What follows belongs to an exercise in optimizing a design on an open flow for small area; a production flow would make more cautious choices.
At most, simulation tests tie the RTL to the original design; equivalence was not proved.
No activity file was given, so power comes from the tool's default toggle rates.

Setup of run a:
==> flow/design.v <==
module fifo_1 (input clock, resetn, soft_reset, write_enb_next, read_enb,
               input [7:0] data_in, output reg [7:0] data_out, output full, empty);
reg [4:0] last;
reg [4:0] last_next;
reg [127:0] mem;
reg shift, hold;
wire rd = read_enb && !empty;
wire [7:0] m4 [0:3];
genvar g;
generate for (g = 0; g < 4; g = g + 1) begin: q
	assign m4[g] = last[1] ? (last[0] ? mem[(4*g+3)*8 +: 8] : mem[(4*g+2)*8 +: 8])
	                       : (last[0] ? mem[(4*g+1)*8 +: 8] : mem[(4*g)*8 +: 8]);
end endgenerate
wire [7:0] rdata = last[3] ? (last[2] ? m4[3] : m4[2]) : (last[2] ? m4[1] : m4[0]);
always @(posedge clock)
	mem <= ({mem[119:0], data_in} & {128{shift}}) | (mem & {128{hold}});
always @(posedge clock)
	if (!resetn || soft_reset) data_out <= 8'd0;
	else if (rd) data_out <= rdata;
always @(*)
	if (!resetn || soft_reset) last_next = 5'h1f;
	else if (shift && !rd) last_next = last + 5'd1;
	else if (rd && !shift) last_next = last - 5'd1;
	else last_next = last;
wire shift_next = write_enb_next && (last_next != 5'd15);
always @(posedge clock) begin
	last <= last_next;
	shift <= shift_next;
	hold <= !shift_next;
end
assign empty = last[4];
assign full  = (last == 5'd15);
endmodule
module fsm_1 (input clock, resetn, pkt_valid, fifo_full, soft_reset,
              input [2:0] fifo_empty, input [1:0] data_in, input [1:0] temp,
              output detect_add, lfd_state, ld_state, wte_state, laf_state,
              output write_enb_reg, write_next, busy);
localparam [2:0] DA = 3'd0, LD = 3'd1, LP = 3'd5, LAF = 3'd7,
                 LFD = 3'd3, WTE = 3'd2, FFS = 3'd6, CPE = 3'd4;
reg [2:0] ps, ns;
wire empty_in  = (data_in == 2'd0) ? fifo_empty[0] : (data_in == 2'd1) ? fifo_empty[1] : fifo_empty[2];
wire empty_tmp = (temp == 2'd0) ? fifo_empty[0] : (temp == 2'd1) ? fifo_empty[1] : fifo_empty[2];
always @(*)
	case (ps)
	DA:  ns = (pkt_valid && data_in != 2'd3) ? (empty_in ? LFD : WTE) : DA;
	LFD: ns = LD;
	LD:  ns = fifo_full ? FFS : !pkt_valid ? LP : LD;
	WTE: ns = empty_tmp ? LFD : WTE;
	FFS: ns = fifo_full ? FFS : LAF;
	LAF: ns = LD;
	LP:  ns = CPE;
	default: ns = fifo_full ? FFS : DA;
	endcase
always @(posedge clock)
	if (!resetn || soft_reset) ps <= DA;
	else ps <= ns;
assign detect_add = (ps == DA);
assign lfd_state = (ps == LFD);
assign ld_state = (ps == LD);
assign wte_state = (ps == WTE);
assign laf_state = (ps == LAF);
assign write_enb_reg = (ps == LD) | (ps == LP) | (ps == LAF);
assign write_next = resetn && !soft_reset && ((ns == LD) | (ns == LP) | (ns == LAF));
assign busy = !((ps == DA) | (ps == LD));
endmodule
module register_1 (input clock, resetn, pkt_valid, fifo_full, detect_add, lfd_state,
                   ld_state, wte_state, laf_state, input [7:0] data_in,
                   output reg err, output reg [7:0] dout);
reg [7:0] int_parity;
reg [7:0] full_byte;
reg parity_done, mismatch;
always @(posedge clock)
	if (!resetn) parity_done <= 1'b0;
	else parity_done <= ld_state && !pkt_valid && !fifo_full;
always @(posedge clock)
	mismatch <= (int_parity != data_in);
always @(posedge clock)
	if (!resetn) err <= 1'b0;
	else if (parity_done) err <= mismatch;
always @(posedge clock)
	if (detect_add || (ld_state && !fifo_full)) dout <= data_in;
	else if (wte_state) dout <= 8'd0;
	else if (laf_state) dout <= full_byte;
always @(posedge clock)
	if (!resetn) full_byte <= 8'd0;
	else if (ld_state && fifo_full) full_byte <= data_in;
always @(posedge clock)
	if (lfd_state) int_parity <= pkt_valid ? dout : 8'd0;
	else if (ld_state && pkt_valid) int_parity <= int_parity ^ data_in;
endmodule
module synchronizer_1 (input clock, resetn, vld_out, read_enb, output reg soft_reset);
reg [4:0] count;
always @(posedge clock)
	if (!resetn || !vld_out || read_enb) begin
		soft_reset <= 1'b0; count <= 5'd0;
	end else if (count == 5'd29) begin
		soft_reset <= 1'b1; count <= 5'd0;
	end else begin
		soft_reset <= 1'b0; count <= count + 5'd1;
	end
endmodule
module router(input [7:0]data_in,input pkt_valid,clock,resetn,read_enb_0,read_enb_1,read_enb_2, output [7:0]data_out_0,data_out_1,data_out_2,
 	      output vld_out_0,vld_out_1,vld_out_2,err,busy);
wire [7:0] dout;
wire [2:0] full, empty;
reg [1:0] temp;
wire detect_add, lfd_state, ld_state, wte_state, laf_state, write_enb_reg;
wire soft_reset_0, soft_reset_1, soft_reset_2;
always @(posedge clock)
	if (detect_add) temp <= data_in[1:0];
wire write_next;
wire [2:0] write_enb_next = write_next ? {temp == 2'd2, temp == 2'd1, temp == 2'd0} : 3'b000;
wire fifo_full = (temp == 2'd0) ? full[0] : (temp == 2'd1) ? full[1] : full[2];
fifo_1 FIFO1(clock, resetn, soft_reset_0, write_enb_next[0], read_enb_0, dout, data_out_0, full[0], empty[0]);
fifo_1 FIFO2(clock, resetn, soft_reset_1, write_enb_next[1], read_enb_1, dout, data_out_1, full[1], empty[1]);
fifo_1 FIFO3(clock, resetn, soft_reset_2, write_enb_next[2], read_enb_2, dout, data_out_2, full[2], empty[2]);
assign vld_out_0 = !empty[0];
assign vld_out_1 = !empty[1];
assign vld_out_2 = !empty[2];
synchronizer_1 SYNC0(clock, resetn, vld_out_0, read_enb_0, soft_reset_0);
synchronizer_1 SYNC1(clock, resetn, vld_out_1, read_enb_1, soft_reset_1);
synchronizer_1 SYNC2(clock, resetn, vld_out_2, read_enb_2, soft_reset_2);
fsm_1 FSM(clock, resetn, pkt_valid, fifo_full, soft_reset_0 | soft_reset_1 | soft_reset_2,
	  empty, data_in[1:0], temp, detect_add, lfd_state, ld_state, wte_state, laf_state,
	  write_enb_reg, write_next, busy);
register_1 REGISTER(clock, resetn, pkt_valid, fifo_full, detect_add, lfd_state, ld_state,
	  wte_state, laf_state, data_in, err, dout);
endmodule
clock: 5.0 ns
lec_check: 0
cap_margin: 20
core_margin: 2
core_utilization: 60
cts_buf_list: sky130_fd_sc_hd__clkbuf_8
cts_cluster_diameter: 60
cts_cluster_size: 20
slew_margin: 20
standard.sh (not shown) runs the stock make flow with config.mk's settings and CLKGATE_MAP_FILE= SYNTH_SCRIPT=/design/flow/synth_recipe.tcl, a recipe that flattens the netlist after the stock synthesis.
==> flow/flow/run.sh <==
#!/bin/bash
# The standard layout, with two changes: the port buffers are buf_1
# instead of the flow's default choice, and CTS adds no dummy loads.
set -uo pipefail
export BUFFER_PORTS_ARGS="-buffer_cell sky130_fd_sc_hd__buf_1"
export CTS_ARGS="-sink_clustering_enable -repair_clock_nets -sink_clustering_size 20 -sink_clustering_max_diameter 60 -buf_list sky130_fd_sc_hd__clkbuf_8 -dont_use_dummy_load"
bash standard.sh > standard.log 2>&1
### run a -> run b
-- flow/design.v --
<<< run a, line 1
module fifo_1 (input clock, resetn, soft_reset, write_enb_next, read_enb,
               input [7:0] data_in, output reg [7:0] data_out, output full, empty);
reg [4:0] last;
reg [4:0] last_next;
reg [127:0] mem;
reg shift, hold;
wire rd = read_enb && !empty;
wire [7:0] m4 [0:3];
>>> run b, line 1
module fifo_1 (input clock, resetn, soft_reset, write_enb, read_enb,
               input [7:0] data_in, output reg [7:0] data_out, output full, empty);
reg [4:0] last;
reg [127:0] mem;
wire wr = write_enb && !full;
wire rd = read_enb && !empty;
wire [7:0] m4 [0:3];
<<< run a, line 14
wire [7:0] rdata = last[3] ? (last[2] ? m4[3] : m4[2]) : (last[2] ? m4[1] : m4[0]);
always @(posedge clock)
	mem <= ({mem[119:0], data_in} & {128{shift}}) | (mem & {128{hold}});
always @(posedge clock)
	if (!resetn || soft_reset) data_out <= 8'd0;
	else if (rd) data_out <= rdata;
always @(*)
	if (!resetn || soft_reset) last_next = 5'h1f;
	else if (shift && !rd) last_next = last + 5'd1;
	else if (rd && !shift) last_next = last - 5'd1;
	else last_next = last;
wire shift_next = write_enb_next && (last_next != 5'd15);
always @(posedge clock) begin
	last <= last_next;
	shift <= shift_next;
	hold <= !shift_next;
end
assign empty = last[4];
assign full  = (last == 5'd15);
>>> run b, line 13
wire [7:0] rdata = last[3] ? (last[2] ? m4[3] : m4[2]) : (last[2] ? m4[1] : m4[0]);
always @(posedge clock)
	if (wr) mem <= {mem[119:0], data_in};
always @(posedge clock)
	if (!resetn || soft_reset) data_out <= 8'd0;
	else if (rd) data_out <= rdata;
always @(posedge clock)
	if (!resetn || soft_reset) last <= 5'h1f;
	else if (wr && !rd) last <= last + 5'd1;
	else if (rd && !wr) last <= last - 5'd1;
assign empty = last[4];
assign full  = (last == 5'd15);
<<< run a, line 35
              input [2:0] fifo_empty, input [1:0] data_in, input [1:0] temp,
              output detect_add, lfd_state, ld_state, wte_state, laf_state,
              output write_enb_reg, write_next, busy);
localparam [2:0] DA = 3'd0, LD = 3'd1, LP = 3'd5, LAF = 3'd7,
                 LFD = 3'd3, WTE = 3'd2, FFS = 3'd6, CPE = 3'd4;
>>> run b, line 27
              input [2:0] fifo_empty, input [1:0] data_in, input [1:0] temp,
              output detect_add, lfd_state, ld_state, wte_state, laf_state,
              output write_enb_reg, busy);
localparam [2:0] DA = 3'd0, LD = 3'd1, LP = 3'd5, LAF = 3'd7,
                 LFD = 3'd3, WTE = 3'd2, FFS = 3'd6, CPE = 3'd4;
<<< run a, line 61
assign laf_state = (ps == LAF);
assign write_enb_reg = (ps == LD) | (ps == LP) | (ps == LAF);
assign write_next = resetn && !soft_reset && ((ns == LD) | (ns == LP) | (ns == LAF));
assign busy = !((ps == DA) | (ps == LD));
endmodule
>>> run b, line 53
assign laf_state = (ps == LAF);
assign write_enb_reg = (ps == LD) | (ps == LP) | (ps == LAF);
assign busy = !((ps == DA) | (ps == LD));
endmodule
<<< run a, line 109
always @(posedge clock)
	if (detect_add) temp <= data_in[1:0];
wire write_next;
wire [2:0] write_enb_next = write_next ? {temp == 2'd2, temp == 2'd1, temp == 2'd0} : 3'b000;
wire fifo_full = (temp == 2'd0) ? full[0] : (temp == 2'd1) ? full[1] : full[2];
fifo_1 FIFO1(clock, resetn, soft_reset_0, write_enb_next[0], read_enb_0, dout, data_out_0, full[0], empty[0]);
fifo_1 FIFO2(clock, resetn, soft_reset_1, write_enb_next[1], read_enb_1, dout, data_out_1, full[1], empty[1]);
fifo_1 FIFO3(clock, resetn, soft_reset_2, write_enb_next[2], read_enb_2, dout, data_out_2, full[2], empty[2]);
assign vld_out_0 = !empty[0];
assign vld_out_1 = !empty[1];
>>> run b, line 100
always @(posedge clock)
	if (detect_add) temp <= data_in[1:0];
wire [2:0] write_enb = write_enb_reg ? {temp == 2'd2, temp == 2'd1, temp == 2'd0} : 3'b000;
wire fifo_full = full[temp];
fifo_1 FIFO1(clock, resetn, soft_reset_0, write_enb[0], read_enb_0, dout, data_out_0, full[0], empty[0]);
fifo_1 FIFO2(clock, resetn, soft_reset_1, write_enb[1], read_enb_1, dout, data_out_1, full[1], empty[1]);
fifo_1 FIFO3(clock, resetn, soft_reset_2, write_enb[2], read_enb_2, dout, data_out_2, full[2], empty[2]);
assign vld_out_0 = !empty[0];
assign vld_out_1 = !empty[1];
<<< run a, line 123
fsm_1 FSM(clock, resetn, pkt_valid, fifo_full, soft_reset_0 | soft_reset_1 | soft_reset_2,
	  empty, data_in[1:0], temp, detect_add, lfd_state, ld_state, wte_state, laf_state,
	  write_enb_reg, write_next, busy);
register_1 REGISTER(clock, resetn, pkt_valid, fifo_full, detect_add, lfd_state, ld_state,
	  wte_state, laf_state, data_in, err, dout);
>>> run b, line 113
fsm_1 FSM(clock, resetn, pkt_valid, fifo_full, soft_reset_0 | soft_reset_1 | soft_reset_2,
	  empty, data_in[1:0], temp, detect_add, lfd_state, ld_state, wte_state, laf_state,
	  write_enb_reg, busy);
register_1 REGISTER(clock, resetn, pkt_valid, fifo_full, detect_add, lfd_state, ld_state,
	  wte_state, laf_state, data_in, err, dout);
[summary]
Final sum of negative setup slack: run b vs run a identical
Diff run a -> run b | maximum number of pins on one net before global-route repair | decrease of 29%
The portion of total power attributed to combinational logic of run b is lower than that of run a.
In the metrics for run a and run b, the one carrying the lower count of flip-flops with a built-in enable after synthesis is run a.
Looking at power density over the cells, run b sits 5.2% lower than run a does.
Diff run a -> run b: met2 track demand over resource up 1.2 points; die area down 410 sq um.
No functional check of the RTL was part of run a.

## afterwards: timing with drivers on the ports
The flow's constraints put no driver on any port. The routed layouts listed below were extracted and timed again, unchanged, in two steps. Step 1, drivers: a clkbuf_16 drives clock and a buf_2 each remaining input, both assumed. Step 2 adds t to the input delays and takes it off the output delays; t is the mean of the earliest and latest rising clock arrival at the registers after step 1. Input paths then give back, and output paths get back, about the clock's delay inside the block. Three values: no drivers, after step 1, after step 2; two values: the first two.
run | t, ns | slack for setup (ns) | worst data-port slew with drivers (ns)
run a | 0.585 | 2.284 / 2.284 / 1.862 | 0.07
run b | 0.590 | 2.008 / 2.008 / 1.839 | 0.04
After both steps every run listed still meets setup and hold. For run a, which loses most, drivers alone change the setup slack by 0.000 ns; drivers and shift together by -0.422 ns.
